This design comes from an exercise in tuning for small area on the open sky130 flow, not from production work. Where RTL was checked, it was by simulation tests only, not by an equivalence proof against the original. For runs 2 to 4, only the layout was checked, not whether the RTL still works. Power is estimated from default activity; no workload was simulated.

==> design/flow/design.v <==
module popcount #(
	parameter W_IN = 8,
	parameter W_OUT = $clog2(W_IN + 1)
) (
	input  wire [W_IN-1:0]  din,
	output wire [W_OUT-1:0] dout
);
reg [W_OUT-1:0] accum;
integer i;
always @ (*) begin
	accum = {W_OUT{1'b0}};
	for (i = 0; i < W_IN; i = i + 1)
		accum = accum + din[i];
end
assign dout = accum;
endmodule
module tmds_minimise (
	input  wire [7:0] d,
	output wire [8:0] q_m
);
wire s1 = d[1] ^ d[2] ^ d[3];
wire c1 = d[1] & d[2] | d[1] & d[3] | d[2] & d[3];
wire s2 = d[4] ^ d[5] ^ d[6];
wire c2 = d[4] & d[5] | d[4] & d[6] | d[5] & d[6];
wire c3 = s1 & s2 | s1 & d[7] | s2 & d[7];
wire x = c1 & c2 | c1 & c3 | c2 & c3;
wire [7:0] pre;
assign pre[0] = d[0];
genvar i;
generate for (i = 1; i < 8; i = i + 1) begin: chain
	assign pre[i] = pre[i - 1] ^ d[i];
end endgenerate
assign q_m = {!x, pre ^ {4{x, 1'b0}}};
endmodule
module tmds_balance (
	input  wire [8:0] q_m,
	input  wire [3:0] imb,
	output wire [9:0] q,
	output wire [3:0] imb_next
);
wire [7:0] m = q_m[7:0];
wire s1 = m[0] ^ m[1] ^ m[2];
wire c1 = m[0] & m[1] | m[0] & m[2] | m[1] & m[2];
wire s2 = m[3] ^ m[4] ^ m[5];
wire c2 = m[3] & m[4] | m[3] & m[5] | m[4] & m[5];
wire s3 = s1 ^ s2 ^ m[6];
wire c3 = s1 & s2 | s1 & m[6] | s2 & m[6];
wire b0 = s3 ^ m[7];
wire c4 = s3 & m[7];
wire s5 = c1 ^ c2 ^ c3;
wire c5 = c1 & c2 | c1 & c3 | c2 & c3;
wire b1 = s5 ^ c4;
wire c6 = s5 & c4;
wire b2 = c5 ^ c6;
wire b3 = c5 & c6;
wire [3:0] n_q = {b3, b2, b1, b0};
wire x = !q_m[8];
wire imb_zero = imb == 4'd0;
wire n_four = n_q == 4'd4;
wire n_low = !b3 && !b2;
wire inv = imb_zero || n_four ? x : (imb[3] == n_low);
assign q = {inv, q_m[8], q_m[7:0] ^ {8{inv}}};
wire [3:0] d_q = n_q - 4'd4;
assign imb_next = inv ? imb + {3'b000, q_m[8]} - d_q : imb + d_q - {3'b000, x};
endmodule
module dvi_timing (
	input  wire clk,
	input  wire rst_n,
	input  wire en,
	output wire vsync,
	output wire hsync,
	output wire den
);
localparam S_FRONT_PORCH = 2'b00;
localparam S_SYNC        = 2'b01;
localparam S_BACK_PORCH  = 2'b11;
localparam S_ACTIVE      = 2'b10;
reg [9:0] h_pos;
reg [1:0] h_state;
reg [8:0] v_ctr;
reg [1:0] v_state;
wire h_fp_end  = !h_pos[9];
wire h_wrap    = &h_pos[3:0];
wire h_syn_end = h_pos[6] && h_pos[5];
wire h_bp_end  = h_pos[7] && h_pos[4];
wire h_act_end = h_pos[9] && h_pos[8] && h_pos[4];
wire v_advance = h_state == S_ACTIVE && h_act_end;
always @ (posedge clk or negedge rst_n) begin
	if (!rst_n) begin
		h_state <= S_FRONT_PORCH;
		h_pos <= 10'd0;
	end else if (!en) begin
		h_state <= S_FRONT_PORCH;
		h_pos <= 10'd0;
	end else begin
		h_pos <= h_pos + 1'b1;
		case (h_state)
		S_FRONT_PORCH: begin
			if (h_fp_end)
				h_state <= S_SYNC;
			if (h_wrap)
				h_pos <= 10'd0;
		end
		S_SYNC:       if (h_syn_end) h_state <= S_BACK_PORCH;
		S_BACK_PORCH: if (h_bp_end)  h_state <= S_ACTIVE;
		S_ACTIVE:     if (h_act_end) h_state <= S_FRONT_PORCH;
		endcase
	end
end
reg v_end;
always @ (*) begin
	case (v_state)
	S_FRONT_PORCH: v_end = v_ctr[3] && v_ctr[0];
	S_SYNC:        v_end = v_ctr[0];
	S_BACK_PORCH:  v_end = v_ctr[5];
	default:       v_end = &v_ctr[8:6] && &v_ctr[4:0];
	endcase
end
always @ (posedge clk or negedge rst_n) begin
	if (!rst_n) begin
		v_state <= S_FRONT_PORCH;
		v_ctr <= 9'd9;
	end else if (!en) begin
		v_state <= S_FRONT_PORCH;
		v_ctr <= 9'd9;
	end else if (v_advance) begin
		if (v_end) begin
			v_ctr <= 9'd0;
			case (v_state)
			S_FRONT_PORCH: v_state <= S_SYNC;
			S_SYNC:        v_state <= S_BACK_PORCH;
			S_BACK_PORCH:  v_state <= S_ACTIVE;
			default:       v_state <= S_FRONT_PORCH;
			endcase
		end else begin
			v_ctr <= v_ctr + 1'b1;
		end
	end
end
assign hsync = h_state != S_SYNC;
assign vsync = v_state != S_SYNC;
assign den = h_state == S_ACTIVE && v_state == S_ACTIVE;
endmodule
module dvi_tx_parallel (
	input  wire       clk,
	input  wire       rst_n,
	input  wire       en,
	input  wire [7:0] r,
	input  wire [7:0] g,
	input  wire [7:0] b,
	output wire       rgb_rdy,
	output wire [9:0] tmds2,
	output wire [9:0] tmds1,
	output wire [9:0] tmds0
);
wire hsync, vsync, den;
dvi_timing inst_dvi_timing (
	.clk   (clk),
	.rst_n (rst_n),
	.en    (en),
	.vsync (vsync),
	.hsync (hsync),
	.den   (den)
);
assign rgb_rdy = den;
reg started;
reg den1, den2, den3;
reg [1:0] c1, c2;
always @ (posedge clk or negedge rst_n) begin
	if (!rst_n) begin
		started <= 1'b0;
		{den3, den2, den1} <= 3'b000;
		{c2, c1} <= 4'd0;
	end else begin
		started <= 1'b1;
		{den3, den2, den1} <= {den2, den1, den};
		{c2, c1} <= {c1, vsync, hsync};
	end
end
reg [1:0] c3;
always @ (posedge clk)
	c3 <= c2;
reg  [23:0] p1, p2;
reg  [8:0]  m2, m1, m0;
wire [8:0]  m2_nxt, m1_nxt, m0_nxt;
tmds_minimise min2 (.d(p2[23:16]), .q_m(m2_nxt));
tmds_minimise min1 (.d(p2[15:8]),  .q_m(m1_nxt));
tmds_minimise min0 (.d(p2[7:0]),   .q_m(m0_nxt));
always @ (posedge clk) begin
	p1 <= {r, g, b};
	p2 <= p1;
	m2 <= m2_nxt;
	m1 <= m1_nxt;
	m0 <= m0_nxt;
end
reg  [3:0] imb2, imb1, imb0;
wire [3:0] imb2_nxt, imb1_nxt, imb0_nxt;
wire [9:0] e2, e1, e0;
tmds_balance bal2 (.q_m(m2), .imb(imb2), .q(e2), .imb_next(imb2_nxt));
tmds_balance bal1 (.q_m(m1), .imb(imb1), .q(e1), .imb_next(imb1_nxt));
tmds_balance bal0 (.q_m(m0), .imb(imb0), .q(e0), .imb_next(imb0_nxt));
always @ (posedge clk) begin
	imb2 <= den3 ? imb2_nxt : 4'd0;
	imb1 <= den3 ? imb1_nxt : 4'd0;
	imb0 <= den3 ? imb0_nxt : 4'd0;
end
wire [9:0] ctl0 = {c3[1] ~^ c3[0], !c3[0], {3{c3[0], !c3[0]}}, c3[0], c3[0]};
wire [9:0] ctl00 = 10'b1101010100;
assign tmds2 = den3 ? e2 : ctl00 & {10{started}};
assign tmds1 = den3 ? e1 : ctl00 & {10{started}};
assign tmds0 = den3 ? e0 : ctl0  & {10{started}};
endmodule
==> design/flow/constraint.sdc <==
create_clock -name core_clock -period 6.0 [get_ports {clk}]
set_input_delay 1.2000 -clock core_clock [delete_from_list [all_inputs] [get_ports {clk}]]
set_output_delay 1.2000 -clock core_clock [all_outputs]
set_load 0.01 [all_outputs]
==> design/flow/config.mk <==
export PLATFORM = sky130hd
export DESIGN_NAME = dvi_tx_parallel
export DESIGN_NICKNAME = dvi_tx_parallel
export VERILOG_FILES = /design/flow/design.v
export SDC_FILE = /design/flow/constraint.sdc
export NUM_CORES = 4
export LEC_CHECK = 0
export CAP_MARGIN = 20
export CORE_MARGIN = 2
export CORE_UTILIZATION = 40
export SLEW_MARGIN = 20
==> design/flow/flow/abc_area.script <==
strash
dch -f
amap
topo
stime -c
==> design/flow/flow/run.sh <==
#!/bin/bash
# Layout flow: the standard flow, with an area-oriented synthesis (ABC's
# area mapper, no separate full/half-adder mapping), unit-size port buffers and
# a clock tree of small buffers without dummy loads.
set -euo pipefail
W=$(pwd)

# A private copy of ORFS's scripts that differs only in the ABC script used
# when ABC_AREA is 1.
rm -rf "$W/scripts_area"
cp -r "$FLOW_HOME/scripts" "$W/scripts_area"
cp "$W/flow/abc_area.script" "$W/scripts_area/abc_area.script"

bash standard.sh SCRIPTS_DIR="$W/scripts_area" ABC_AREA=1 ADDER_MAP_FILE= synth > "$W/synth.log" 2>&1

bash standard.sh \
	BUFFER_PORTS_ARGS="-buffer_cell sky130_fd_sc_hd__buf_1" \
	CTS_ARGS="-sink_clustering_enable -repair_clock_nets -buf_list sky130_fd_sc_hd__clkbuf_4 -dont_use_dummy_load" \
	finish > "$W/layout.log" 2>&1
==> design/flow/standard.sh <==
#!/bin/bash
# synth_recipe.tcl (not shown) runs the flow's synth.tcl, then flattens the netlist and writes it again
# the make line also repeats each setting of config.mk as NAME=value (left out here)
make -C /OpenROAD-flow-scripts/flow DESIGN_CONFIG=/design/flow/config.mk WORK_HOME=/design/flow/orfs CLKGATE_MAP_FILE= SYNTH_SCRIPT=/design/flow/synth_recipe.tcl "${@:-finish}"
==> results of run 1 <==
## flip-flops by register name, indices dropped and copies added, names as in the netlist
| signal | cells |
|---|---|
| imb1 | 4 |
| c3 | 2 |
| den2 | 1 |
| inst_dvi_timing.v_ctr | 9 |
| started | 1 |
| m2 | 9 |
| inst_dvi_timing.v_state | 2 |
| den1 | 1 |
| m0 | 9 |
| imb2 | 4 |
| c1 | 2 |
| p2 | 24 |
| inst_dvi_timing.h_state | 2 |
| p1 | 24 |
| den3 | 1 |
| inst_dvi_timing.h_pos | 10 |
| m1 | 9 |
| c2 | 2 |
| imb0 | 4 |
## worst paths after layout
kind	from	end	slack, ns	depth (start not counted)
min in group asynchronous	rst_n	inst_dvi_timing.h_state[1]	0.76	1
worst min register to register	p1[10]	p2[10]	0.32	0
worst min-delay path	p1[10]	p2[10]	0.32	0
worst max-delay path	m0[4]	tmds0[5]	0.69	20
max in group asynchronous	rst_n	started	4.72	1
worst max register to register	m0[4]	imb0[3]	2.32	19
## area by class of cell
type	instances	share of cell area
clock buffers	17	0.0218
inverters	86	0.0559
multi-input cells	477	0.403
repair buffers	63	0.0445
well taps	172	0.0368
flip-flops and latches	120	0.438
## synthesized netlist by cell type, drive strengths merged (4+ instances only)
cell / count
dfxtp: 89
nor2: 132
clkinv: 86
o22ai: 37
dfrtp: 29
nor3: 13
and3: 4
a22oi: 11
a31oi: 6
and2: 8
a21oi: 79
a221oi: 6
a211oi: 15
nand2: 68
o21ai: 71
## power by group through the flow
stage	clock, W	sequential (W)	combinational [W]
2_1_floorplan	0	0.000948	0.000748
3_3_place_gp	0	0.000962	0.000918
3_5_place_dp	0	0.000965	0.000942
4_1_cts	0.000383	0.000948	0.000946
5_1_grt	0.000412	0.000959	0.00111
6_report	0.000364	0.000948	0.000957
## metrics by stage
stage	setup slack (ns)	utilization	power [W]
finish	0.694	0.459	0.00227
global route	0.0234	0.459	0.00248
CTS	0.151	0.458	0.00228
detailed placement	0.758	0.448	0.00191
global placement	0.971	0.448	0.00188
floorplan	0.913	-	0.00170
## per-layer routing
metal	wire (µm)	share of wire
met1	5220	0.49
met5	0	0
met4	170	0.016
met2	4930	0.46
met3	419	0.039
## kinds of logic after synthesis
group | Yosys count | synth area share
buffers and inverters | 86 | 0.0616
flip-flops | 120 | 0.489
AO/OA/AOI/OAI | 239 | 0.265
AND/OR/NAND/NOR | 237 | 0.184
other | 1 | 0.000716
## what timing repair did
item | 4_1_cts | 5_1_grt
endpoints found under the setup margin | 0 | 9
buffers inserted | 0 | 2
resized for setup | 0 | 2
==> impl_results.md, run 1 <==
* Status: finished clean
* Worst EP arrival at 4.11 ns
* Worst Setup Start Kind: register
* Worst-path cell chain: clkinv_1, a21oi_1, nor2_1, a21oi_1, and2_0, o21bai_1, nor2_1, a21oi_1, nand2_1, o21ai_0, clkinv_1, a31oi_1, nand2_1, o21ai_1, clkinvlp_4, buf_4, nor2_1, a21oi_1, o21ai_0, buf_1
* Top Usage Layer GRT: met2
* Later-pin clock latency in the skew report at 0.50 ns
* Clock Sinks at 120
* Sw frac at 0.403
* Wire per inst at 11.5 µm
* CP peak stage delay at 0.42 ns
* Critical Path RT at 4.80 ns
* Logic gate share of total power at 0.422
* Dpl cell area at 0.00570 mm²
* Slew HR at 0.482
* Most frequent cells in the layout: nor2_1 (132), dfxtp_1 (89), clkinv_1 (85)
* Diode count at 0
* Worst hold margin at 0.317 ns
* Area grow syn2layout at 11.6%
* CTS tree: built
* Gr usage total at 0.158
* RSZ-0062 raised after global routing: no
* NetSw at 0.000915 W
* Slew Viols, Final at 0
* Vias in the first global route at 4171
* Number of port buffers at 57
* GRT met3 Usage at 0.0473
* Share of the synthesized area in the top cell type at 0.340
* Leakage power total at 2.23 nW
* VDD IR max at 0.143 mV
* Final Skew at 0.0358 ns
* Largest net degree at the start of global routing at 32
* Finished Cell Area at 0.00584 mm²
* Placed Instances at 916
* Met1 Use GR at 0.198
* Post-route DRC violation count at 0
* Grt met2 use at 0.254
* Top cell type by total area after synthesis: dfxtp_1
* Post-synth EDFFs at 0
* Setup TNS at 0 ns
* Top FF cell, synth: dfxtp_1
* Register Area at 0.00256 mm²
* Total Wirelength at 10700 µm
* Max-cap violation count at 0
* CP top delay family: compound AO/OA/AOI/OAI gates
* First-pass GRT wire length at 18100 µm
* Clock tree buffer depth at 2
* Clock-pin slew on the worst setup and hold paths at 0.10 ns
* First DRT Iteration DRCs at 263
* Total power per unit cell area at 388 mW/mm²
* Nets at 792
* Setup crit end kind: output pin
* Vias per std cell at 5.04
* I/O pin count at 58
* Synth area leaders: dfxtp_1 (34%), dfrtp_1 (14%), nor2_1 (9.5%)
* Layout cells sized above 1 at 0.0354
* Root buf cell: clkbuf_4
* Initial Utilization at 0.412
* Total CTS buffers at 17
* Rows at 41
* Slew @ Worst Pin at 0.772 ns
* Critical path type: reg2out
* Final hold vios at 0
* # setup viols final at 0
* Worst Path Max Fanout at 16
* Initial antenna violation count at 0
* Internal power at 0.00135 W
* Hpwl dp at 8140 µm
* Mapped Area at 0.00524 mm²
* Asr flop ratio synth at 0.258
* DRT Pass-1 Iters at 5
* Yosys reg bits at 120
* GPL Wtd Cong at 0.846
* Worst Path Buf+Inv at 5
* Ys Warns at 2
* Post-Syn Nets at 710
* # hold bufs at CTS at 0
* Crit-path slowest cell: o21ai_1
* Multi-input combinational cell area at 0.00235 mm²
* Most frequent CP cell: a21oi_1
* Die X at 118 µm
* DRT antenna net count at 0
* Die height at 118 µm
* Core area at 0.0127 mm²
* Post-synth cell types at 32
* GRT overflow at 0
* Die ar. at 0.0140 mm²
* Clock power frac at 0.160
* Fmax at 188 MHz
* Most common cell after layout, fill and taps aside: nor2_1
* Register area share after synthesis at 0.489
* H-tree levels at 4
* Hold crit path type: reg2reg
* Tcrit/Tclk final at 0.884
* Post-Syn Area per Cell at 7.67 µm²
* Sequential power share at 0.418
* Cells after Synth at 683
* Clock period minus worst slack at 5.31 ns
* Fill count at 1300
* Via Count at 4715
* Final cell count without fillers at 935
==> run 2: changes to the inputs <==
--- a/design/flow/design.v
+++ b/design/flow/design.v
@@ -66,5 +66,5 @@
 module dvi_timing (
 	input  wire clk,
-	input  wire rst_n,
+	input  wire started,
 	input  wire en,
 	output wire vsync,
@@ -72,73 +72,36 @@
 	output wire den
 );
-localparam S_FRONT_PORCH = 2'b00;
-localparam S_SYNC        = 2'b01;
-localparam S_BACK_PORCH  = 2'b11;
-localparam S_ACTIVE      = 2'b10;
-reg [9:0] h_pos;
-reg [1:0] h_state;
-reg [8:0] v_ctr;
-reg [1:0] v_state;
-wire h_fp_end  = !h_pos[9];
-wire h_wrap    = &h_pos[3:0];
-wire h_syn_end = h_pos[6] && h_pos[5];
-wire h_bp_end  = h_pos[7] && h_pos[4];
-wire h_act_end = h_pos[9] && h_pos[8] && h_pos[4];
-wire v_advance = h_state == S_ACTIVE && h_act_end;
-always @ (posedge clk or negedge rst_n) begin
-	if (!rst_n) begin
-		h_state <= S_FRONT_PORCH;
-		h_pos <= 10'd0;
-	end else if (!en) begin
-		h_state <= S_FRONT_PORCH;
-		h_pos <= 10'd0;
+reg [3:0] h_lo;
+reg [5:0] h_hi;
+reg [9:0] v_pos;
+wire h_lo_end  = &h_lo;
+wire h_last    = h_hi[5] && h_hi[4] && h_hi[0];    
+wire h_act_end = h_hi[5] && h_hi[4] && !h_hi[0];   
+wire v_advance = h_act_end && h_lo_end;
+wire v_last    = &v_pos[9:5] && v_pos[3] && v_pos[0];  
+always @ (posedge clk) begin
+	if (!en) begin
+		h_lo <= 4'd15;
+		h_hi <= 6'd49;
+		v_pos <= 10'd1001;
+	end else if (!started) begin
+		h_lo <= 4'd0;
+		h_hi <= 6'd0;
+		v_pos <= 10'd1001;
 	end else begin
-		h_pos <= h_pos + 1'b1;
-		case (h_state)
-		S_FRONT_PORCH: begin
-			if (h_fp_end)
-				h_state <= S_SYNC;
-			if (h_wrap)
-				h_pos <= 10'd0;
-		end
-		S_SYNC:       if (h_syn_end) h_state <= S_BACK_PORCH;
-		S_BACK_PORCH: if (h_bp_end)  h_state <= S_ACTIVE;
-		S_ACTIVE:     if (h_act_end) h_state <= S_FRONT_PORCH;
-		endcase
+		h_lo <= h_lo + 1'b1;
+		if (h_lo_end)
+			h_hi <= h_last ? 6'd0 : h_hi + 1'b1;
+		if (v_advance)
+			v_pos <= v_last ? 10'd477 : v_pos + 1'b1;
 	end
 end
-reg v_end;
-always @ (*) begin
-	case (v_state)
-	S_FRONT_PORCH: v_end = v_ctr[3] && v_ctr[0];
-	S_SYNC:        v_end = v_ctr[0];
-	S_BACK_PORCH:  v_end = v_ctr[5];
-	default:       v_end = &v_ctr[8:6] && &v_ctr[4:0];
-	endcase
-end
-always @ (posedge clk or negedge rst_n) begin
-	if (!rst_n) begin
-		v_state <= S_FRONT_PORCH;
-		v_ctr <= 9'd9;
-	end else if (!en) begin
-		v_state <= S_FRONT_PORCH;
-		v_ctr <= 9'd9;
-	end else if (v_advance) begin
-		if (v_end) begin
-			v_ctr <= 9'd0;
-			case (v_state)
-			S_FRONT_PORCH: v_state <= S_SYNC;
-			S_SYNC:        v_state <= S_BACK_PORCH;
-			S_BACK_PORCH:  v_state <= S_ACTIVE;
-			default:       v_state <= S_FRONT_PORCH;
-			endcase
-		end else begin
-			v_ctr <= v_ctr + 1'b1;
-		end
-	end
-end
-assign hsync = h_state != S_SYNC;
-assign vsync = v_state != S_SYNC;
-assign den = h_state == S_ACTIVE && v_state == S_ACTIVE;
+wire h_sync   = !(h_hi[5] || h_hi[4] || h_hi[3]) && !(h_hi[2] && h_hi[1]);  
+wire h_active = (h_hi[5] || h_hi[4] || h_hi[3] && (h_hi[2] || h_hi[1] || h_hi[0])) && !h_last;  
+wire v_sync   = !v_pos[9] && !v_pos[5] && !(&v_pos[4:0]);  
+wire v_active = v_pos[9] && !(&v_pos[8:5]);                
+assign hsync = !(started && h_sync);
+assign vsync = !(started && v_sync);
+assign den = started && h_active && v_active;
 endmodule
 module dvi_tx_parallel (
@@ -155,8 +118,9 @@
 );
 wire hsync, vsync, den;
+reg started;
 dvi_timing inst_dvi_timing (
-	.clk   (clk),
-	.rst_n (rst_n),
-	.en    (en),
+	.clk     (clk),
+	.started (started),
+	.en      (en),
 	.vsync (vsync),
 	.hsync (hsync),
@@ -164,5 +128,4 @@
 );
 assign rgb_rdy = den;
-reg started;
 reg den1, den2, den3;
 reg [1:0] c1, c2;
==> run 2 against run 1 <==
Cell area shrank 2.9%. Synthesized area shrank 3.3%. Final cell count grew 0.11%. Clock skew shrank 0.011 ns. Sequential cell count shrank 3. Critical path type unchanged. Largest power group is now registers.
==> impl_results.md, run 2 <==
* Worst Path Max Fanout at 10
* Gr usage total at 0.168
* Mapped Area at 0.00506 mm²
* Number of port buffers at 57
* # setup viols final at 0
* Most frequent CP cell: a21oi_1
* Worst-path cell chain: clkinv_1, nor2_1, a21oi_1, nor2_1, a21oi_1, and2_0, a221o_1, a21oi_1, nand2_1, o21ai_0, clkinv_1, a31oi_1, nand2_1, o21ai_0, clkinv_1, o21ai_1, a21oi_1, a21oi_1, buf_1
* Setup crit end kind: output pin
* Share of the synthesized area in the top cell type at 0.431
* Dpl cell area at 0.00554 mm²
* Worst Setup Start Kind: register
* First DRT Iteration DRCs at 352
* Count leader, synth: nor2_1
* Clock Sinks at 117
* Post-CTS resize count at 0
* Nets at 792
* # hold bufs at CTS at 0
* Slew Viols, Final at 0
* Post-synth cell types at 27
* DRT antenna net count at 0
* Metal2 WL at 4750 µm
* Vias per std cell at 4.98
* Worst hold margin at 0.310 ns
* Area grow syn2layout at 12.1%
* Total power per unit cell area at 347 mW/mm²
* Metal3 WL at 475 µm
* Cells after Synth at 682
* DRT Pass-1 Iters at 4
* Met1 wire length at 5150 µm
* Later-pin clock latency in the skew report at 0.51 ns
* Clock-pin slew on the worst setup and hold paths at 0.10 ns
* Worst Path Buf+Inv at 4
* Die ar. at 0.0136 mm²
* Post-Syn Nets at 709
* Tcrit/Tclk final at 0.885
* Finished Cell Area at 0.00567 mm²
* Hpwl dp at 8060 µm
* Fmax at 188 MHz
* GRT overflow at 0
* DR top layer: met4
* Slew HR at 0.635
* H-tree levels at 4
* Via Count at 4661
* Core area at 0.0125 mm²
* Wire per inst at 11.3 µm
* Synth area leaders: dfxtp_1 (43%), nor2_1 (9.7%), a21oi_1 (8.6%)
* RSZ-0062 raised after global routing: no
* Initial antenna violation count at 1
* Root buf cell: clkbuf_4
* Critical path type: reg2out
* Synth cell count leaders: nor2_1 (131), dfxtp_1 (109), clkinv_1 (93), a21oi_1 (87), o21ai_0 (71)
* Worst EP arrival at 4.11 ns
* CP top delay family: compound AO/OA/AOI/OAI gates
* CTS tree: built
* Clock period minus worst slack at 5.31 ns
* Top cell type by total area after synthesis: dfxtp_1
* Largest net degree at the start of global routing at 39
* Layout cells sized above 1 at 0.0315
* Clock tree buffer depth at 2
* Post-synth EDFFs at 0
* Hold crit path type: reg2reg
* Asr flop ratio synth at 0.0684
* Most common cell after layout, fill and taps aside: nor2_1
* Vias in the first global route at 4194
* CP peak stage delay at 0.42 ns
* Yosys reg bits at 117
* Die height at 117 µm
* Biggest registers after layout: p1: 24 flops, p2: 24 flops, inst_dvi_timing.v_pos: 10 flops
* Post-Syn Area per Cell at 7.42 µm²
* Final hold vios at 0
* Critical Path RT at 4.80 ns
* Final Skew at 0.0244 ns
* Crit-path slowest cell: o21ai_1
* Post-CTS Setup Bufs at 0
* Setup TNS at 0 ns
* Post-route DRC violation count at 0
* Total Wirelength at 10500 µm
* Register area share after synthesis at 0.471
* Max-cap violation count at 0
* Initial Utilization at 0.406
* GPL Wtd Cong at 0.837
* Leakage power total at 2.09 nW
* Most frequent cells in the layout: nor2_1 (131), dfxtp_1 (109), clkinv_1 (93)
* Status: finished clean
* Ys Warns at 2
* First-pass GRT wire length at 18000 µm
* I/O pin count at 58
* VDD IR max at 0.130 mV
* Total CTS buffers at 17
* Die X at 117 µm
* Top FF cell, synth: dfxtp_1
* Slew @ Worst Pin at 0.542 ns
* Rows at 41
run 2: changes by cell type after synthesis, moves of 5 or more:
cell	delta
a21oi_1	+8
dfxtp_1	+20
a211oi_1	-5
nand2_1	-13
clkinv_1	+7
dfrtp_1	-21
run 2: cells by family after synthesis:
group,count (synthesis),share of synthesized area
and+or+nand+nor,230,0.188
other,1,0.000741
AOI/OAI and AO/OA,241,0.272
DFF,117,0.471
buffers and inverters,93,0.0690
run 2: cell type report:
type | instances | area, µm²
well taps | 172 | 215
diodes | 1 | 2.50
flip-flops and latches | 117 | 2380
repair buffers | 64 | 267
multi-input cells | 472 | 2330
inverters | 93 | 349
clock buffers | 17 | 128
fillers | 1270 | 6790
run 2: worst paths after layout:
kind	from	slack, ns	cells past startpoint	end
min in group asynchronous	rst_n	0.59	1	started
min reg2reg	p1[7]	0.31	0	p2[7]
max in group asynchronous	rst_n	5.11	1	c2[1]
max reg2reg	m1[4]	2.33	23	imb1[3]
max	m2[1]	0.69	19	tmds2[4]
min	p1[7]	0.31	0	p2[7]
run 2: layer usage:
metal  track usage  up-vias
met5             0        -
met4        0.0651        0
met3        0.0524       15
met2         0.265       80
met1         0.215     2017
li1              -     2549
run 2: power by group:
part           internal, W  switching, W
sequential        0.000829     0.0000426
clock             0.000129      0.000229
combinational     0.000261      0.000478
run 2: worst reg2reg max path, stage by stage, from the launching register on:
cell	delay, ns
dfxtp_1	0.40
clkinv_1	0.10
a21oi_1	0.18
nor2_1	0.06
a21oi_1	0.20
and2_0	0.19
nor2_1	0.07
nor2_1	0.08
a21oi_1	0.06
nand2_1	0.09
clkinv_1	0.07
o21ai_0	0.38
nand2_1	0.17
o21ai_0	0.20
clkinv_1	0.15
nor2_1	0.16
a21oi_1	0.07
and2_0	0.18
nor2_1	0.13
nor2_1	0.08
a21oi_1	0.16
o21ai_0	0.11
a22oi_1	0.18
nor2_1	0.06
run 2: per-stage QoR:
stage / setup slack [ns] / util / power (W) / cells
finish: 0.689 / 0.455 / 0.00197 / 936
global route: 0.141 / 0.455 / 0.00216 / 936
CTS: 0.478 / 0.455 / 0.00199 / 935
detailed placement: 1.08 / 0.445 / 0.00162 / 918
global placement: 1.25 / 0.445 / 0.00160 / 918
floorplan: 1.06 / - / 0.00148 / 682
==> run 3: changes to the inputs <==
--- a/design/flow/flow/run.sh
+++ b/design/flow/flow/run.sh
@@ -16,4 +16,4 @@
 bash standard.sh \
 	BUFFER_PORTS_ARGS="-buffer_cell sky130_fd_sc_hd__buf_1" \
-	CTS_ARGS="-sink_clustering_enable -repair_clock_nets -buf_list sky130_fd_sc_hd__clkbuf_4 -dont_use_dummy_load" \
+	CTS_ARGS="-sink_clustering_enable -repair_clock_nets -buf_list \"sky130_fd_sc_hd__clkbuf_8 sky130_fd_sc_hd__clkbuf_2\" -dont_use_dummy_load -sink_clustering_size 24 -sink_clustering_max_diameter 80" \
 	finish > "$W/layout.log" 2>&1
==> run 3 against run 2 <==
The run now fails in 4_1_cts. Synthesized area is the same. Synthesized cell count did not move.
==> impl_results.md, run 3 <==
* Post-synth EDFFs at 0
* Synth cell count leaders: nor2_1 (131), dfxtp_1 (109), clkinv_1 (93), a21oi_1 (87), o21ai_0 (71)
* Die X at 117 µm
* Setup WS pre-CTS at 1.08 ns
* Rows at 41
* Die height at 117 µm
* Post-Syn Nets at 709
* Initial Utilization at 0.406
* Count leader, synth: nor2_1
* Mapped Area at 0.00506 mm²
* Ys Warns at 2
* Asr flop ratio synth at 0.0684
* Status: aborted with a tool error
* Register area share after synthesis at 0.471
* Number of port buffers at 57
* Fail Step: 4_1_cts
* Post-synth cell types at 27
* Share of the synthesized area in the top cell type at 0.431
* Hpwl dp at 8060 µm
* I/O pin count at 58
* Yosys reg bits at 117
* Top cell type by total area after synthesis: dfxtp_1
* Synth area leaders: dfxtp_1 (43%), nor2_1 (9.7%), a21oi_1 (8.6%)
* Post-Syn Area per Cell at 7.42 µm²
* Top FF cell, synth: dfxtp_1
* GPL Wtd Cong at 0.837
* Tool error: [ERROR STA-0564] clock_tree_synthesis positional arguments not supported.
* Dpl cell area at 0.00554 mm²
* Cells after Synth at 682
-- run 3: power groups by stage --
stage,clock network [W],logic (W),registers (W)
global placement,0,0.000709,0.000888
detailed placement,0,0.000731,0.000890
floorplan,0,0.000600,0.000878
-- run 3: stage by stage --
step | std cells | hold slack, ns
floorplan | 682 | 0.310
global placement | 918 | 0.311
detailed placement | 918 | 0.312
-- run 3: how the worst max path moves through the flow --
| stage | slack, ns | end | cells past startpoint |
|---|---|---|---|
| after detailed placement | 1.08 | tmds2[4] | 19 |
| after global placement | 1.25 | tmds2[4] | 19 |
| after floorplan | 1.06 | tmds1[2] | 18 |
-- run 3: cells by family after synthesis --
logic type | count (synthesis) | share of synthesized area
AO/OA/AOI/OAI | 241 | 0.272
AND/OR/NAND/NOR | 230 | 0.188
flip-flops | 117 | 0.471
buffers and inverters | 93 | 0.0690
other | 1 | 0.000741
==> run 4: changes to the inputs <==
--- a/design/flow/flow/run.sh
+++ b/design/flow/flow/run.sh
@@ -16,4 +16,4 @@
 bash standard.sh \
 	BUFFER_PORTS_ARGS="-buffer_cell sky130_fd_sc_hd__buf_1" \
-	CTS_ARGS="-sink_clustering_enable -repair_clock_nets -buf_list \"sky130_fd_sc_hd__clkbuf_8 sky130_fd_sc_hd__clkbuf_2\" -dont_use_dummy_load -sink_clustering_size 24 -sink_clustering_max_diameter 80" \
+	CTS_ARGS="-sink_clustering_enable -repair_clock_nets -buf_list {sky130_fd_sc_hd__clkbuf_8 sky130_fd_sc_hd__clkbuf_2} -dont_use_dummy_load -sink_clustering_size 24 -sink_clustering_max_diameter 80" \
 	finish > "$W/layout.log" 2>&1
==> run 4 against run 3 <==
Synthesized area stayed put. The run now finishes clean. Synthesized cell count is the same.
==> impl_results.md, run 4 <==
* Most frequent cells in the layout: nor2_1 (131), dfxtp_1 (109), clkinv_1 (93)
* Slew @ Worst Pin at 0.590 ns
* Layout cells sized above 1 at 0.0315
* Leakage power total at 2.14 nW
* Hold Path Sink: p2[4]
* Critical path type: reg2out
* Register area share after synthesis at 0.471
* Slew Viols, Final at 0
* Wire per inst at 11.4 µm
* Worst hold margin at 0.316 ns
* Post-route DRC violation count at 0
* Via Count at 4660
* Post-synth EDFFs at 0
* Fill count at 1260
* Initial Utilization at 0.406
* Core area at 0.0125 mm²
* Tcrit/Tclk final at 0.900
* RSZ-0062 raised after global routing: no
* Post-CTS Setup Bufs at 0
* Die X at 117 µm
* Post-synthesis mux area share at 0
* First DRT Iteration DRCs at 343
* Die ar. at 0.0136 mm²
* Worst EP arrival at 4.20 ns
* Synth cell count leaders: nor2_1 (131), dfxtp_1 (109), clkinv_1 (93), a21oi_1 (87), o21ai_0 (71)
* Adder-cell share of the synthesized area at 0
* Post-synth cell types at 27
* H-tree levels at 4
* Largest net degree at the start of global routing at 39
* Worst Path Max Fanout at 10
* Final hold vios at 0
* Slew HR at 0.602
* Vias in the first global route at 4190
* R2r startpoint: m1[4]
* Count leader, synth: nor2_1
* GPL Wtd Cong at 0.837
* Synth Area in Compound Gates at 0.272
* Setup slack, reg-to-reg at 2.34 ns
* CTS tree: built
* Fmax at 185 MHz
* I/O pin count at 58
* Worst Setup Start Kind: register
* Vias per std cell at 4.98
* Critical Path RT at 4.80 ns
* Post-Syn Nets at 709
* Main combinational cell family by area after synthesis: compound AO/OA/AOI/OAI gates
* Nets at 792
* Top FF cell, synth: dfxtp_1
* Clock-pin slew on the worst setup and hold paths at 0.07 ns
* Clock period minus worst slack at 5.40 ns
* Status: finished clean
* Later-pin clock latency in the skew report at 0.42 ns
* VDD IR max at 0.155 mV
* Die height at 117 µm
* Synth area leaders: dfxtp_1 (43%), nor2_1 (9.7%), a21oi_1 (8.6%)
* Hpwl dp at 8060 µm
* Setup TNS at 0 ns
* Crit Reg-Reg Endpoint: imb1[3]
* Clock tree buffer depth at 2
* Number of port buffers at 57
* Post-CTS resize count at 0
* DRT antenna net count at 0
* Most common cell after layout, fill and taps aside: nor2_1
* Hold-critical path depth at 0
* Post-synthesis simple-gate area fraction at 0.188
* Final Skew at 0.0162 ns
* Hold Startpoint: p1[4]
* Biggest registers after layout: p1: 24 flops, p2: 24 flops, inst_dvi_timing.v_pos: 10 flops
* Total CTS buffers at 17
* First-pass GRT wire length at 18000 µm
* # setup viols final at 0
* DRT Pass-1 Iters at 4
* Initial antenna violation count at 0
* Reg2reg path depth at 23
* Ys Warns at 2
* Max-cap violation count at 0
* Post-Syn Area per Cell at 7.42 µm²
* Total power per unit cell area at 365 mW/mm²
* Hold crit path type: reg2reg
* GRT overflow at 0
* Diode count at 0
* Asr flop ratio synth at 0.0684
* Gr usage total at 0.169
* Area grow syn2layout at 14.1%
* Share of the synthesized area in the top cell type at 0.431
* XOR/XNOR Fraction of Synth Area at 0
* Mapped Area at 0.00506 mm²
* Setup crit end kind: output pin
* # hold bufs at CTS at 0
* Top cell type by total area after synthesis: dfxtp_1
* Clock Sinks at 117
* Rows at 41
* Yosys reg bits at 117
* Cells after Synth at 682
* Total Wirelength at 10600 µm
* Root buf cell: clkbuf_8
## run 4: cell counts after synthesis
Identical to the previous run, type by type.
## run 4: stage by stage
stage          instances  utilization  total power (W)  worst slack, ns  instance area [µm²]
2_1_floorplan        682            -          0.00148             1.06                 5060
4_1_cts              935        0.464          0.00213            0.587                 5780
3_3_place_gp         918        0.445          0.00160             1.25                 5540
5_1_grt              935        0.464          0.00230           0.0784                 5780
6_report             935        0.464          0.00211            0.600                 5780
3_5_place_dp         918        0.445          0.00162             1.08                 5540
## run 4: power by group
| part | total, W | switching [W] | internal (W) |
|---|---|---|---|
| Sequential | 0.000874 | 0.0000429 | 0.000831 |
| Clock | 0.000496 | 0.000248 | 0.000248 |
| Combinational | 0.000739 | 0.000478 | 0.000261 |
| Total | 0.00211 | 0.000769 | 0.00134 |
## run 4: worst max-delay path by stage
stage	from	endpoint	slack [ns]	depth (start not counted)
floorplan	m1[0]	tmds1[2]	1.06	18
CTS	m2[1]	tmds2[4]	0.59	19
detailed placement	m2[1]	tmds2[4]	1.08	19
global route	m2[0]	tmds2[4]	0.08	22
finish	m2[1]	tmds2[4]	0.60	19
global placement	m2[0]	tmds2[4]	1.25	19
## run 4: area by class of cell
type,count,area (µm²),area share
Clock buffer,17,234,0.0405
Inverter,93,349,0.0604
Multi-Input combinational cell,472,2330,0.403
Sequential cell,117,2380,0.412
Tap cell,172,215,0.0372
Timing Repair Buffer,64,267,0.0461
## run 4: cells by family (layout without fill, tap and decap cells)
family                 after synthesis  in the layout
buffers and inverters               93            174
AOI/OAI and AO/OA                  241            241
and+or+nand+nor                    230            230
DFF                                117            117
other                                1              1
## run 4: routing by layer
layer  up-vias  routed length (µm)  global-route usage
met3        18                 392              0.0446
li1       2542                   -                   -
met4         0                 195              0.0770
met1      2018                5280               0.216
met5         -                   0                   0
met2        82                4770               0.267
## run 4: worst max-delay path, cell delays in order, from the launching register on
cell      delay, ns
dfxtp_1        0.36
clkinv_1       0.11
nor2_1         0.13
a21oi_1        0.07
nor2_1         0.08
a21oi_1        0.07
and2_0         0.19
a221o_1        0.29
a21oi_1        0.19
nand2_1        0.10
o21ai_0        0.31
clkinv_1       0.15
a31oi_1        0.23
nand2_1        0.07
o21ai_0        0.11
clkinv_1       0.31
o21ai_0        0.58
a21oi_1        0.08
a21oi_1        0.17
buf_1          0.19
==> run 5: changes to the inputs <==
--- a/design/flow/design.v
+++ b/design/flow/design.v
@@ -39,20 +39,7 @@
 	output wire [3:0] imb_next
 );
-wire [7:0] m = q_m[7:0];
-wire s1 = m[0] ^ m[1] ^ m[2];
-wire c1 = m[0] & m[1] | m[0] & m[2] | m[1] & m[2];
-wire s2 = m[3] ^ m[4] ^ m[5];
-wire c2 = m[3] & m[4] | m[3] & m[5] | m[4] & m[5];
-wire s3 = s1 ^ s2 ^ m[6];
-wire c3 = s1 & s2 | s1 & m[6] | s2 & m[6];
-wire b0 = s3 ^ m[7];
-wire c4 = s3 & m[7];
-wire s5 = c1 ^ c2 ^ c3;
-wire c5 = c1 & c2 | c1 & c3 | c2 & c3;
-wire b1 = s5 ^ c4;
-wire c6 = s5 & c4;
-wire b2 = c5 ^ c6;
-wire b3 = c5 & c6;
-wire [3:0] n_q = {b3, b2, b1, b0};
+wire [3:0] n_q;
+popcount #(.W_IN(8)) pc_q (.din(q_m[7:0]), .dout(n_q));
+wire b3 = n_q[3], b2 = n_q[2];
 wire x = !q_m[8];
 wire imb_zero = imb == 4'd0;
@@ -61,6 +48,6 @@
 wire inv = imb_zero || n_four ? x : (imb[3] == n_low);
 assign q = {inv, q_m[8], q_m[7:0] ^ {8{inv}}};
-wire [3:0] d_q = n_q - 4'd4;
-assign imb_next = inv ? imb + {3'b000, q_m[8]} - d_q : imb + d_q - {3'b000, x};
+wire [3:0] k = inv ? 4'd5 : 4'd11;
+assign imb_next = imb + (n_q ^ {4{inv}}) + k + {3'b000, q_m[8]};
 endmodule
 module dvi_timing (
--- a/design/flow/flow/run.sh
+++ b/design/flow/flow/run.sh
@@ -16,4 +16,4 @@
 bash standard.sh \
 	BUFFER_PORTS_ARGS="-buffer_cell sky130_fd_sc_hd__buf_1" \
-	CTS_ARGS="-sink_clustering_enable -repair_clock_nets -buf_list {sky130_fd_sc_hd__clkbuf_8 sky130_fd_sc_hd__clkbuf_2} -dont_use_dummy_load -sink_clustering_size 24 -sink_clustering_max_diameter 80" \
+	CTS_ARGS="-sink_clustering_enable -repair_clock_nets -buf_list sky130_fd_sc_hd__clkbuf_4 -dont_use_dummy_load" \
 	finish > "$W/layout.log" 2>&1
--- a/design/flow/config.mk
+++ b/design/flow/config.mk
@@ -8,4 +8,4 @@
 export CAP_MARGIN = 20
 export CORE_MARGIN = 2
-export CORE_UTILIZATION = 40
+export CORE_UTILIZATION = 65
 export SLEW_MARGIN = 20
==> run 5 against run 4 <==
Die area decreased by 41%. Clock skew increased by 0.026 ns. Sequential power decreased by 0.8%.
==> impl_results.md, run 5 <==
* Status: finished clean
* Post-synth cell types at 29
* Post-route DRC violation count at 0
* Critical Path RT at 4.80 ns
* Mapped Area at 0.00476 mm²
* Share of the synthesized area in the top cell type at 0.458
* Post-synthesis mux area share at 0
* Worst hold margin at 0.315 ns
* Main combinational cell family by area after synthesis: compound AO/OA/AOI/OAI gates
* Clock-pin slew on the worst setup and hold paths at 0.10 ns
* Layout cells sized above 1 at 0.0439
* CTS tree: built
* Vias per std cell at 5.54
* Synth Area in Compound Gates at 0.264
* Nets at 713
* Die height at 89.6 µm
* Adder-cell share of the synthesized area at 0
* Synth cell count leaders: dfxtp_1 (109), nor2_1 (86), clkinv_1 (85), o21ai_0 (67), nand2_1 (57)
* Max-cap violation count at 0
* R2r startpoint: m1[1]
* Synth area leaders: dfxtp_1 (46%), o21ai_0 (7.0%), nor2_1 (6.8%)
* Root buf cell: clkbuf_4
* Setup slack, reg-to-reg at 1.21 ns
* Register area share after synthesis at 0.500
* Die ar. at 0.00803 mm²
* GPL Wtd Cong at 0.892
* Clock tree buffer depth at 2
* Core area at 0.00718 mm²
* Clock period minus worst slack at 5.55 ns
* Slew HR at 0.430
* Asr flop ratio synth at 0.0684
* Biggest registers after layout: p1: 24 flops, p2: 24 flops, inst_dvi_timing.v_pos: 10 flops
* H-tree levels at 4
* Fill count at 592
* Critical path type: reg2out
* Initial Utilization at 0.664
* Most frequent cells in the layout: dfxtp_1 (109), nor2_1 (86), clkinv_1 (83)
* Worst Setup Start Kind: register
* First-pass GRT wire length at 14900 µm
* Die X at 89.6 µm
* Fmax at 180 MHz
* Post-Syn Nets at 632
* Total power per unit cell area at 332 mW/mm²
* Total Wirelength at 9200 µm
* Top cell type by total area after synthesis: dfxtp_1
* Hpwl dp at 6830 µm
* Later-pin clock latency in the skew report at 0.49 ns
* Multi-input combinational cell area at 0.00209 mm²
* Worst EP arrival at 4.35 ns
* DRT antenna net count at 0
* Rows at 31
* Wire per inst at 11.7 µm
* Area grow syn2layout at 11.1%
* Via Count at 4338
* Hold-critical path depth at 0
* Gr usage total at 0.239
* Cells after Synth at 605
* Slew @ Worst Pin at 0.850 ns
* Post-Syn Area per Cell at 7.88 µm²
* Total CTS buffers at 17
* I/O pin count at 58
* Ys Warns at 3
* Register Area at 0.00238 mm²
* Worst Path Max Fanout at 8
* First DRT Iteration DRCs at 141
* Post-synthesis simple-gate area fraction at 0.169
* Initial antenna violation count at 0
* Number of port buffers at 57
* Diode count at 0
* Setup ws final at 0.447 ns
* Largest net degree at the start of global routing at 32
* Crit Reg-Reg Endpoint: imb1[3]
* Setup crit end kind: output pin
* Leakage power total at 2.02 nW
* Top FF cell, synth: dfxtp_1
* Setup TNS at 0 ns
* Final Skew at 0.0420 ns
* Hold crit path type: reg2reg
* Hold Path Sink: p2[20]
* Slew Viols, Final at 0
* VDD IR max at 0.212 mV
* Final hold vios at 0
* Post-synth EDFFs at 0
* Most common cell after layout, fill and taps aside: dfxtp_1
* Yosys reg bits at 117
* # setup viols final at 0
* DRT Pass-1 Iters at 4
* Reg2reg path depth at 30
* Hold Startpoint: p1[20]
* Final Core Density at 0.738
* Count leader, synth: dfxtp_1
* GRT overflow at 0
* Clock Sinks at 117
* Vias in the first global route at 3675
* Setup WS pre-CTS at 0.497 ns
* XOR/XNOR Fraction of Synth Area at 0
* Tcrit/Tclk final at 0.925
## run 5: changes by cell type in the layout (fill, tap and decap cells not counted), sizes merged, moves of 3 or more
cell    before  now
o21ai       71   67
a211oi      10    3
o22ai       36   42
a221oi       7   12
nor2       131   86
a21oi       87   51
and3         4    7
nand3        5    8
o21a         2    5
buf         64   61
clkinv      93   83
and2         7    4
o211ai       0    4
## run 5: cells by family (layout without fill, tap and decap cells)
logic type,count (synthesis),after routing
AOI/OAI and AO/OA,212,212
and+or+nand+nor,190,190
DFF,117,117
buffers and inverters,85,164
other,1,1
## run 5: through the flow
step | total power (W) | instance area, µm² | cells
after floorplan | 0.00130 | 4760 | 605
after global placement | 0.00138 | 5120 | 764
after detailed placement | 0.00140 | 5120 | 764
after CTS | 0.00175 | 5250 | 781
after global routing | 0.00188 | 5300 | 783
final | 0.00176 | 5300 | 783
## run 5: worst max path at each step
stage | startpoint | endpoint
3_5_place_dp | m1[1] | tmds1[5]
5_1_grt | m1[1] | tmds1[7]
4_1_cts | m1[1] | tmds1[5]
6_report | m1[1] | tmds1[5]
3_3_place_gp | m1[1] | tmds1[6]
2_1_floorplan | m2[1] | tmds2[4]
## run 5: critical path, stage by stage, from the launching register on
cell	delay [ns]
dfxtp_1	0.37
clkinv_1	0.12
o22ai_2	0.16
nor2_1	0.06
a21oi_1	0.15
nand2_1	0.09
o21ai_0	0.14
nor2_1	0.07
a21oi_1	0.15
nand2_1	0.09
o21ai_0	0.14
o21ai_0	0.16
o21ai_0	0.24
nor2_1	0.09
clkinv_1	0.09
nand3_1	0.14
o21ai_2	0.12
clkinv_1	0.14
a31oi_2	0.26
o211ai_1	0.15
o21ai_2	0.14
clkinv_1	0.12
buf_4	0.18
a221oi_1	0.32
buf_1	0.20
## run 5: area by class of cell
cell class,count,area share
flip-flops and latches,117,0.450
multi-input cells,403,0.395
inverters,85,0.0603
repair buffers,62,0.0477
clock buffers,17,0.0241
well taps,99,0.0234
## run 5: per-layer routing
metal | up-vias | global-route usage | wire length [µm]
met4 | 0 | 0.113 | 65
met5 | - | 0 | 0
met3 | 10 | 0.0603 | 397
met1 | 1912 | 0.278 | 4180
li1 | 2313 | - | -
met2 | 103 | 0.413 | 4560
## run 5: timing repair
item,in CTS,in global routing
pin swaps,0,0
setup endpoints to repair,2,21
hold buffers,0,0
buffers inserted,0,2
resized for setup,1,12
## run 5: report_power, final
group	internal, W	total, W	leakage [nW]	switching (W)
Clock	0.000129	0.000345	0.0782	0.000216
Combinational	0.000189	0.000543	0.947	0.000355
Sequential	0.000830	0.000867	0.999	0.0000377
Total	0.00115	0.00176	2.02	0.000608
==> run 6: changes to the inputs <==
--- a/design/flow/config.mk
+++ b/design/flow/config.mk
@@ -8,4 +8,4 @@
 export CAP_MARGIN = 20
 export CORE_MARGIN = 2
-export CORE_UTILIZATION = 65
+export CORE_UTILIZATION = 40
 export SLEW_MARGIN = 20
==> run 6 against run 5 <==
Non-clock buffer count grew 3. Still clean. Final cell count increased by 6.0%. Die area up 59%. Critical endpoint is now tmds0[0]. Largest cell class unchanged. Largest power group unchanged.
==> impl_results.md, run 6 <==
* Hold Startpoint: p1[10]
* Hold Path Sink: p2[10]
* Vias per std cell at 5.13
* Critical Path RT at 4.80 ns
* Area grow syn2layout at 13.1%
* RSZ-0062 raised after global routing: no
* Most frequent cells in the layout: dfxtp_1 (108), nor2_1 (86), clkinv_1 (83)
* Share of the synthesized area in the top cell type at 0.458
* Slew HR at 0.593
* DRT antenna net count at 0
* Worst Path Max Fanout at 8
* Layout cells sized above 1 at 0.0524
* Post-Syn Nets at 632
* Post-synth cell types at 29
* Dpl cell area at 0.00519 mm²
* Ys Warns at 3
* Register Area at 0.00238 mm²
* Wire per inst at 11.6 µm
* Setup crit end kind: output pin
* Setup slack, reg-to-reg at 1.39 ns
* Rows at 39
* Final hold vios at 0
* Largest net degree at the start of global routing at 20
* Clock-pin slew on the worst setup and hold paths at 0.09 ns
* Fill count at 1129
* Fmax at 186 MHz
* Post-route DRC violation count at 0
* Total CTS buffers at 17
* Post-synth EDFFs at 0
* Initial antenna violation count at 0
* Synth cell count leaders: dfxtp_1 (109), nor2_1 (86), clkinv_1 (85), o21ai_0 (67), nand2_1 (57)
* Synth area leaders: dfxtp_1 (46%), o21ai_0 (7.0%), nor2_1 (6.8%)
* Max-cap violation count at 0
* Core area at 0.0115 mm²
* Worst EP arrival at 4.18 ns
* Slew @ Worst Pin at 0.610 ns
* Initial Utilization at 0.414
* Clock Sinks at 117
* Final Skew at 0.0274 ns
* GPL Wtd Cong at 0.814
* Gr usage total at 0.156
* Root buf cell: clkbuf_4
* Critical path type: reg2out
* Crit Reg-Reg Endpoint: imb1[3]
* Number of port buffers at 57
* Mapped Area at 0.00476 mm²
* Count leader, synth: dfxtp_1
* Nets at 716
* Post-Syn Area per Cell at 7.88 µm²
* Later-pin clock latency in the skew report at 0.47 ns
* Tcrit/Tclk final at 0.897
* Worst Setup Start Kind: register
* Die ar. at 0.0128 mm²
* Crit-path slowest cell: dfxtp_1
* DRT Pass-1 Iters at 15
* Hpwl dp at 7290 µm
* Cells after Synth at 605
* Clock tree buffer depth at 2
* Finished Cell Area at 0.00539 mm²
* VDD IR max at 0.133 mV
* Critical path launch point: m0[1]
* Clock period minus worst slack at 5.38 ns
* Total Wirelength at 9630 µm
* GRT overflow at 0
* Asr flop ratio synth at 0.0684
* Setup TNS at 0 ns
* Leakage power total at 2.04 nW
* Die height at 113 µm
* Reg2reg path depth at 30
* Total power per unit cell area at 330 mW/mm²
* First DRT Iteration DRCs at 201
* # setup viols final at 0
* I/O pin count at 58
* CTS tree: built
* Register area share after synthesis at 0.500
* Via Count at 4258
* Most frequent CP cell: nor2_1
* CP top delay family: compound AO/OA/AOI/OAI gates
* Worst Path Buf+Inv at 4
* Yosys reg bits at 117
* Most common cell after layout, fill and taps aside: dfxtp_1
* Biggest registers after layout: p1: 24 flops, p2: 24 flops, inst_dvi_timing.v_pos: 10 flops
* Final Core Density at 0.468
* Die X at 113 µm
* CP peak stage delay at 0.38 ns
* Hold crit path type: reg2reg
* First-pass GRT wire length at 16400 µm
* Diode count at 0
* R2r startpoint: m1[0]
* Top FF cell, synth: dfxtp_1
* Multi-input combinational cell area at 0.00210 mm²
* Top cell type by total area after synthesis: dfxtp_1
* Hold-critical path depth at 0
* Slew Viols, Final at 0
* H-tree levels at 4
* Vias in the first global route at 3895
* Status: finished clean
## run 6: cell counts after synthesis
Identical to the previous run, type by type.
## run 6: kinds of logic after synthesis
kind of cell / after synthesis / synth area share
other: 1 / 0.000787
AO/OA/AOI/OAI: 212 / 0.264
AND/OR/NAND/NOR: 190 / 0.169
flip-flops: 117 / 0.500
buffers and inverters: 85 / 0.0670
## run 6: metal layers
layer	track usage	wire length, µm
met3	0.0423	276
met5	0	0
met2	0.260	4570
met1	0.192	4690
met4	0.0650	94
## run 6: layout make-up
type | count | share of cell area
multi-input combinational | 403 | 0.390
tap | 143 | 0.0332
inverter | 85 | 0.0599
sequential | 117 | 0.442
clock buffer | 17 | 0.0237
timing repair buffer | 65 | 0.0511
## run 6: report_power, final
group / switching (W) / total, W / internal [W]
Combinational: 0.000363 / 0.000558 / 0.000195
Clock: 0.000221 / 0.000351 / 0.000130
Sequential: 0.0000368 / 0.000866 / 0.000830
Total: 0.000621 / 0.00178 / 0.00115
## run 6: how the worst max path moves through the flow
stage               end  slack, ns  cells past startpoint
5_1_grt        tmds1[5]     0.0002                     24
3_3_place_gp   tmds1[6]       1.03                     25
3_5_place_dp   tmds2[4]       0.84                     25
6_report       tmds0[0]       0.62                     25
4_1_cts        tmds2[4]       0.28                     25
2_1_floorplan  tmds2[4]       0.70                     24
## run 6: stage by stage
step | total power (W) | setup slack, ns | hold WS [ns] | std cells
after floorplan | 0.00130 | 0.705 | 0.310 | 605
after global placement | 0.00139 | 1.03 | 0.310 | 810
after detailed placement | 0.00141 | 0.844 | 0.313 | 810
after CTS | 0.00176 | 0.280 | 0.327 | 827
after global routing | 0.00192 | 0.000151 | 0.326 | 830
final | 0.00178 | 0.620 | 0.328 | 830
## run 6: what timing repair did
item | CTS | global route
hold buffers | 0 | 0
resized for setup | 0 | 16
endpoints found under the setup margin | 0 | 24
buffers inserted | 0 | 3
==> run 7: changes to the inputs <==
==> design/flow/flow/abc_area.script (replaced) <==
strash
&get -n
&deepsyn -T 60
&put
dch -f
amap
topo
stime -c
--- a/design/flow/config.mk
+++ b/design/flow/config.mk
@@ -8,4 +8,4 @@
 export CAP_MARGIN = 20
 export CORE_MARGIN = 2
-export CORE_UTILIZATION = 40
+export CORE_UTILIZATION = 85
 export SLEW_MARGIN = 20
==> run 7 against run 6 <==
Synthesized cell count shrank 2.8%. The flow now stops in 3_3_place_gp. Synthesized area decreased by 1.7%.
==> impl_results.md, run 7 <==
* Post-synth cell types at 31
* Yosys reg bits at 117
* Initial Utilization at 0.867
* Post-Syn Area per Cell at 7.97 µm²
* Post-Syn Nets at 615
* Synth cell count leaders: dfxtp_1 (109), nor2_1 (92), nand2_1 (71), clkinv_1 (69), o21ai_0 (62)
* Die X at 78.2 µm
* Post-synth EDFFs at 0
* Register area share after synthesis at 0.508
* Mapped Area at 0.00469 mm²
* Fail Step: 3_3_place_gp
* Number of port buffers at 57
* Ys Warns at 3
* Status: aborted with a tool error
* Top cell type by total area after synthesis: dfxtp_1
* Cells after Synth at 588
* Asr flop ratio synth at 0.0684
* Share of the synthesized area in the top cell type at 0.466
* Tool error: [ERROR GPL-0301] Utilization 103.595 % exceeds 100%.
* I/O pin count at 58
* Rows at 27
* Die height at 78.2 µm
* Synth area leaders: dfxtp_1 (47%), nor2_1 (7.4%), o21ai_0 (6.6%)
* Top FF cell, synth: dfxtp_1
* Count leader, synth: dfxtp_1
## run 7: cells by family after synthesis
group,count (synthesis),synth area share
other cells,1,0.000800
xor+xnor,4,0.00748
simple gates,186,0.161
buf+inv,69,0.0553
flops,117,0.508
compound gates,211,0.267
==> run 8: changes to the inputs <==
--- a/design/flow/config.mk
+++ b/design/flow/config.mk
@@ -8,4 +8,4 @@
 export CAP_MARGIN = 20
 export CORE_MARGIN = 2
-export CORE_UTILIZATION = 85
+export CORE_UTILIZATION = 75
 export SLEW_MARGIN = 20
==> run 8 against run 7 <==
Now clean on timing, DRC and antenna. Synthesized cell count unchanged. Synthesized area unchanged.
==> impl_results.md, run 8 <==
* Most common cell after layout, fill and taps aside: dfxtp_1
* Final Core Density at 0.855
* RSZ-0062 raised after global routing: no
* Top FF cell, synth: dfxtp_1
* CP top delay family: compound AO/OA/AOI/OAI gates
* Synth area leaders: dfxtp_1 (47%), nor2_1 (7.4%), o21ai_0 (6.6%)
* Share of the synthesized area in the top cell type at 0.466
* Post-Syn Area per Cell at 7.97 µm²
* I/O pin count at 58
* NetSw at 0.000703 W
* Wire per inst at 13.0 µm
* Final Skew at 0.0295 ns
* Register area share after synthesis at 0.508
* Status: finished clean
* Worst-path cell chain: clkinv_1, o22ai_1, nor2_1, a21o_1, nand2_1, o21ai_0, nor2_1, a21oi_1, o21ai_0, nand2_1, nor2_1, nor2_1, a31oi_1, clkinv_1, o22ai_1, clkinv_1, nor2_1, clkinv_1, o22ai_1, buf_1
* Largest net degree at the start of global routing at 17
* R2r startpoint: m2[3]
* Area grow syn2layout at 9.29%
* Setup ws final at 0.619 ns
* Total power per unit cell area at 371 mW/mm²
* Clock Sinks at 117
* DRT Pass-1 Iters at 6
* First-pass GRT wire length at 16400 µm
* Count leader, synth: dfxtp_1
* Cells after Synth at 588
* Post-synthesis simple-gate area fraction at 0.161
* Later-pin clock latency in the skew report at 0.50 ns
* Post-Syn Nets at 615
* Mapped Area at 0.00469 mm²
* Main combinational cell family by area after synthesis: compound AO/OA/AOI/OAI gates
* Internal power at 0.00120 W
* Most frequent cells in the layout: dfxtp_1 (109), nor2_1 (92), nand2_1 (71)
* Slew @ Worst Pin at 0.912 ns
* Final hold vios at 0
* Initial antenna violation count at 0
* Initial Utilization at 0.782
* Clock period minus worst slack at 5.38 ns
* Hold crit path type: reg2reg
* Hpwl dp at 7170 µm
* Biggest registers after layout: p1: 24 flops, p2: 24 flops, inst_dvi_timing.v_pos: 10 flops
* Post-CTS resize count at 0
* Root buf cell: clkbuf_4
* DR top layer: met4
* Number of port buffers at 57
* Ys Warns at 3
* Die ar. at 0.00690 mm²
* Slew HR at 0.390
* CP peak stage delay at 0.37 ns
* Max-cap violation count at 0
* # setup viols final at 0
* H-tree levels at 4
* Worst EP arrival at 4.18 ns
* Worst Path Buf+Inv at 5
* Adder-cell share of the synthesized area at 0
* Synth cell count leaders: dfxtp_1 (109), nor2_1 (92), nand2_1 (71), clkinv_1 (69), o21ai_0 (62)
* Layout cells sized above 1 at 0.0257
* Setup crit end kind: output pin
* Synth Area in Compound Gates at 0.267
* Top cell type by total area after synthesis: dfxtp_1
* Sequential power share at 0.464
* Critical path type: reg2out
* Setup TNS at 0 ns
* Core area at 0.00599 mm²
* Logic gate share of total power at 0.352
* Metal3 WL at 608 µm
* Vias in the first global route at 4109
* GPL Wtd Cong at 0.914
* GRT overflow at 0
* Fmax at 186 MHz
* Worst hold margin at 0.316 ns
* Clock power frac at 0.184
* Post-route DRC violation count at 0
* Die height at 83.0 µm
* Worst Path Max Fanout at 5
* Post-synthesis mux area share at 0
* Post-CTS Setup Bufs at 0
* Total Wirelength at 9580 µm
* Met1 wire length at 3820 µm
* Gr usage total at 0.287
* CTS tree: built
* Total CTS buffers at 17
* Diode count at 0
* Leakage power total at 1.99 nW
* Worst Setup Start Kind: register
* Nets at 691
* Yosys reg bits at 117
* DRT antenna net count at 0
* VDD IR max at 0.297 mV
* Clock-pin slew on the worst setup and hold paths at 0.10 ns
* Post-synth cell types at 31
* XOR/XNOR Fraction of Synth Area at 0.00748
* Setup WS pre-CTS at 1.24 ns
* First DRT Iteration DRCs at 171
* Vias per std cell at 5.92
* Sw frac at 0.370
* Die X at 83.0 µm
* Metal2 WL at 4990 µm
* Slew Viols, Final at 0
* # hold bufs at CTS at 0
* Tcrit/Tclk final at 0.897
* Hold Startpoint: p1[18]
* Via Count at 4364
* Clock tree buffer depth at 2
* Crit-path slowest cell: dfxtp_1
* Critical Path RT at 4.80 ns
* Rows at 28
* Asr flop ratio synth at 0.0684
* Critical path launch point: m2[3]
* Most frequent CP cell: nor2_1
* Post-synth EDFFs at 0
-- run 8: path summary, 6_finish.rpt --
| check | end | slack, ns | cells after the start |
|---|---|---|---|
| setup / recovery | tmds2[5] | 0.62 | 20 |
| hold / removal | p2[18] | 0.32 | 0 |
| setup reg to reg | imb2[3] | 1.62 | 26 |
| min in group asynchronous | c1[1] | 0.63 | 1 |
| max in group asynchronous | den3 | 5.01 | 1 |
| hold reg to reg | p2[18] | 0.32 | 0 |
-- run 8: through the flow --
| stage | total power [W] | instance area (µm²) | instances |
|---|---|---|---|
| after floorplan | 0.00141 | 4690 | 588 |
| after global placement | 0.00150 | 4990 | 720 |
| after detailed placement | 0.00154 | 4990 | 720 |
| after CTS | 0.00189 | 5120 | 737 |
| after global routing | 0.00203 | 5120 | 737 |
| final | 0.00190 | 5120 | 737 |
-- run 8: metal layers --
metal / vias to the layer above / GRT usage
li1: 2218 / -
met1: 1939 / 0.317
met2: 180 / 0.514
met3: 27 / 0.0805
met4: 0 / 0.127
met5: - / 0
-- run 8: layout make-up --
| cell class | count | area (µm²) |
|---|---|---|
| inverters | 69 | 259 |
| well taps | 75 | 93.8 |
| fillers | 344 | 870 |
| multi-input cells | 402 | 2040 |
| repair buffers | 57 | 214 |
| flip-flops and latches | 117 | 2380 |
| clock buffers | 17 | 128 |
-- run 8: logic make-up (layout without fill, tap and decap cells) --
family,count (synthesis),in the layout
DFF,117,117
buffers and inverters,69,143
AOI/OAI and AO/OA,211,211
xor gates and xnor gates,4,4
and+or+nand+nor,186,186
other,1,1
-- run 8: power by group through the flow --
| stage | Clock [W] | Sequential [W] | Combinational [W] |
|---|---|---|---|
| after floorplan | 0 | 0.000884 | 0.000529 |
| after global routing | 0.000387 | 0.000888 | 0.000757 |
| after global placement | 0 | 0.000892 | 0.000605 |
| final | 0.000350 | 0.000880 | 0.000669 |
| after CTS | 0.000359 | 0.000879 | 0.000652 |
| after detailed placement | 0 | 0.000896 | 0.000647 |
==> run 9: changes to the inputs <==
--- a/design/flow/flow/run.sh
+++ b/design/flow/flow/run.sh
@@ -16,4 +16,4 @@
 bash standard.sh \
 	BUFFER_PORTS_ARGS="-buffer_cell sky130_fd_sc_hd__buf_1" \
-	CTS_ARGS="-sink_clustering_enable -repair_clock_nets -buf_list sky130_fd_sc_hd__clkbuf_4 -dont_use_dummy_load" \
+	CTS_ARGS="-sink_clustering_enable -repair_clock_nets -buf_list sky130_fd_sc_hd__clkbuf_8 -dont_use_dummy_load -sink_clustering_size 30 -sink_clustering_max_diameter 300 -sink_buffer_max_cap_derate 1.0" \
 	finish > "$W/layout.log" 2>&1
==> design/flow/flow/abc_area.script (replaced) <==
strash
dch -f
amap
topo
stime -c
--- a/design/flow/config.mk
+++ b/design/flow/config.mk
@@ -8,4 +8,4 @@
 export CAP_MARGIN = 20
 export CORE_MARGIN = 2
-export CORE_UTILIZATION = 75
+export CORE_UTILIZATION = 40
 export SLEW_MARGIN = 20
==> run 9 against run 8 <==
Register-to-register slack worse by 0.28 ns. Synthesized area up 1.7%. Maximum frequency up 0.91%. Sequential cell count unchanged. Critical endpoint is now tmds1[5]. Largest power group unchanged.
==> impl_results.md, run 9 <==
* Post-route DRC violation count at 0
* Final Skew at 0.0172 ns
* Slew HR at 0.589
* DRT antenna net count at 0
* # hold bufs at CTS at 0
* Final hold vios at 0
* Cells after Synth at 605
* Post-Syn Area per Cell at 7.88 µm²
* Count leader, synth: dfxtp_1
* Later-pin clock latency in the skew report at 0.40 ns
* Setup WS pre-CTS at 0.844 ns
* Rows at 39
* Slew @ Worst Pin at 0.617 ns
* Clock-pin slew on the worst setup and hold paths at 0.06 ns
* Synth area leaders: dfxtp_1 (46%), o21ai_0 (7.0%), nor2_1 (6.8%)
* Area grow syn2layout at 15.0%
* Number of port buffers at 57
* Setup ws final at 0.667 ns
* Post-Syn Nets at 632
* Top FF cell, synth: dfxtp_1
* Clock tree buffer depth at 2
* Setup crit end kind: output pin
* DRT Pass-1 Iters at 16
* Gr usage total at 0.156
* Worst hold margin at 0.324 ns
* Post-synth EDFFs at 0
* First-pass GRT wire length at 16400 µm
* CTS tree: built
* I/O pin count at 58
* Share of the synthesized area in the top cell type at 0.458
* Status: finished clean
* Diode count at 0
* GRT overflow at 0
* Worst EP arrival at 4.13 ns
* Ys Warns at 3
* GPL Wtd Cong at 0.814
* Max-cap violation count at 0
* Wire per inst at 11.5 µm
* VDD IR max at 0.150 mV
* Most common cell after layout, fill and taps aside: dfxtp_1
* Vias in the first global route at 3899
* Clock period minus worst slack at 5.33 ns
* Total power per unit cell area at 347 mW/mm²
* Initial antenna violation count at 0
* Die height at 113 µm
* Post-synth cell types at 29
* Initial Utilization at 0.414
* Critical Path RT at 4.80 ns
* Worst Setup Start Kind: register
* Via Count at 4249
* Asr flop ratio synth at 0.0684
* Top cell type by total area after synthesis: dfxtp_1
* Hpwl dp at 7290 µm
* Fill count at 1112
* Total Wirelength at 9560 µm
* Hold crit path type: reg2reg
* RSZ-0062 raised after global routing: no
* Slew Viols, Final at 0
* Critical path type: reg2out
* Core area at 0.0115 mm²
* First DRT Iteration DRCs at 216
* Setup TNS at 0 ns
* Total CTS buffers at 17
* Register area share after synthesis at 0.500
* Most frequent cells in the layout: dfxtp_1 (109), nor2_1 (86), clkinv_1 (83)
* # setup viols final at 0
* Fmax at 188 MHz
* Mapped Area at 0.00476 mm²
* Clock Sinks at 117
* Largest net degree at the start of global routing at 20
* Vias per std cell at 5.12
## run 9: power breakdown
group          leakage [nW]  internal [W]  switching, W  total, W
clock                 0.122      0.000247      0.000236  0.000483
sequential            0.999      0.000831     0.0000365  0.000868
combinational         0.953      0.000193      0.000357  0.000550
total                  2.07       0.00127      0.000629   0.00190
## run 9: path summary, 6_finish.rpt
check / from / to / slack, ns / cells after the start
max in group asynchronous: rst_n / c2[0] / 4.94 / 1
setup / recovery: m1[1] / tmds1[5] / 0.67 / 24
hold / removal: p1[14] / p2[14] / 0.32 / 0
hold reg to reg: p1[14] / p2[14] / 0.32 / 0
setup reg to reg: m1[1] / imb1[3] / 1.34 / 30
min in group asynchronous: rst_n / den2 / 0.73 / 1
## run 9: kinds of logic (layout without fill, tap and decap cells)
family	Yosys count	count (layout)	share of synthesized area
AND/OR/NAND/NOR	190	190	0.169
AO/OA/AOI/OAI	212	212	0.264
other	1	1	0.000787
flip-flops	117	117	0.500
buffers and inverters	85	167	0.0670
## run 9: timing repair
| item | CTS | global route |
|---|---|---|
| setup buffers | 0 | 3 |
| gates resized for setup | 0 | 10 |
| endpoints found under the setup margin | 0 | 23 |
## run 9: worst max-delay path, cell delays in order (launching register included)
cell,delay (ns)
dfxtp_1,0.38
clkinv_1,0.13
o22ai_2,0.16
nor2_1,0.06
a21oi_1,0.14
nand2_1,0.08
o21ai_0,0.14
nor2_1,0.07
a21oi_1,0.15
nand2_1,0.08
o21ai_0,0.13
o21ai_0,0.17
nand2_1,0.10
o21ai_0,0.11
nor2_1,0.16
clkinv_1,0.13
o21ai_2,0.17
clkinv_1,0.12
a31oi_1,0.21
o211ai_1,0.10
o21ai_0,0.12
clkinv_1,0.13
buf_4,0.18
a221oi_1,0.29
buf_1,0.19
## run 9: per-layer routing
metal,GRT usage,share of wire,vias up
met5,0,0,-
met4,0.0675,0.014,0
met3,0.0407,0.033,12
met2,0.260,0.46,81
met1,0.192,0.49,1857
li1,-,-,2299
## run 9: final cells by class
class,count,area [µm²],area share
repair buffers,65,274,0.0500
inverters,85,323,0.0589
flip-flops and latches,117,2380,0.435
clock buffers,17,234,0.0427
well taps,143,179,0.0327
multi-input cells,403,2090,0.381
## run 9: metrics by stage
stage	utilization	total power, W	area (µm²)	instances
final	0.476	0.00190	5480	830
after global routing	0.476	0.00205	5480	830
after CTS	0.471	0.00190	5430	827
after detailed placement	0.451	0.00141	5190	810
after global placement	0.451	0.00139	5190	810
after floorplan	-	0.00130	4760	605

Re-timed with assumed drivers on the ports (clkbuf_16 on the clock, buf_2 on other inputs), run 9 has 0.635 ns of setup slack against 0.667 ns with ideal ports, and 1.064 ns once port delays also move by the mid clock arrival of 0.428 ns.
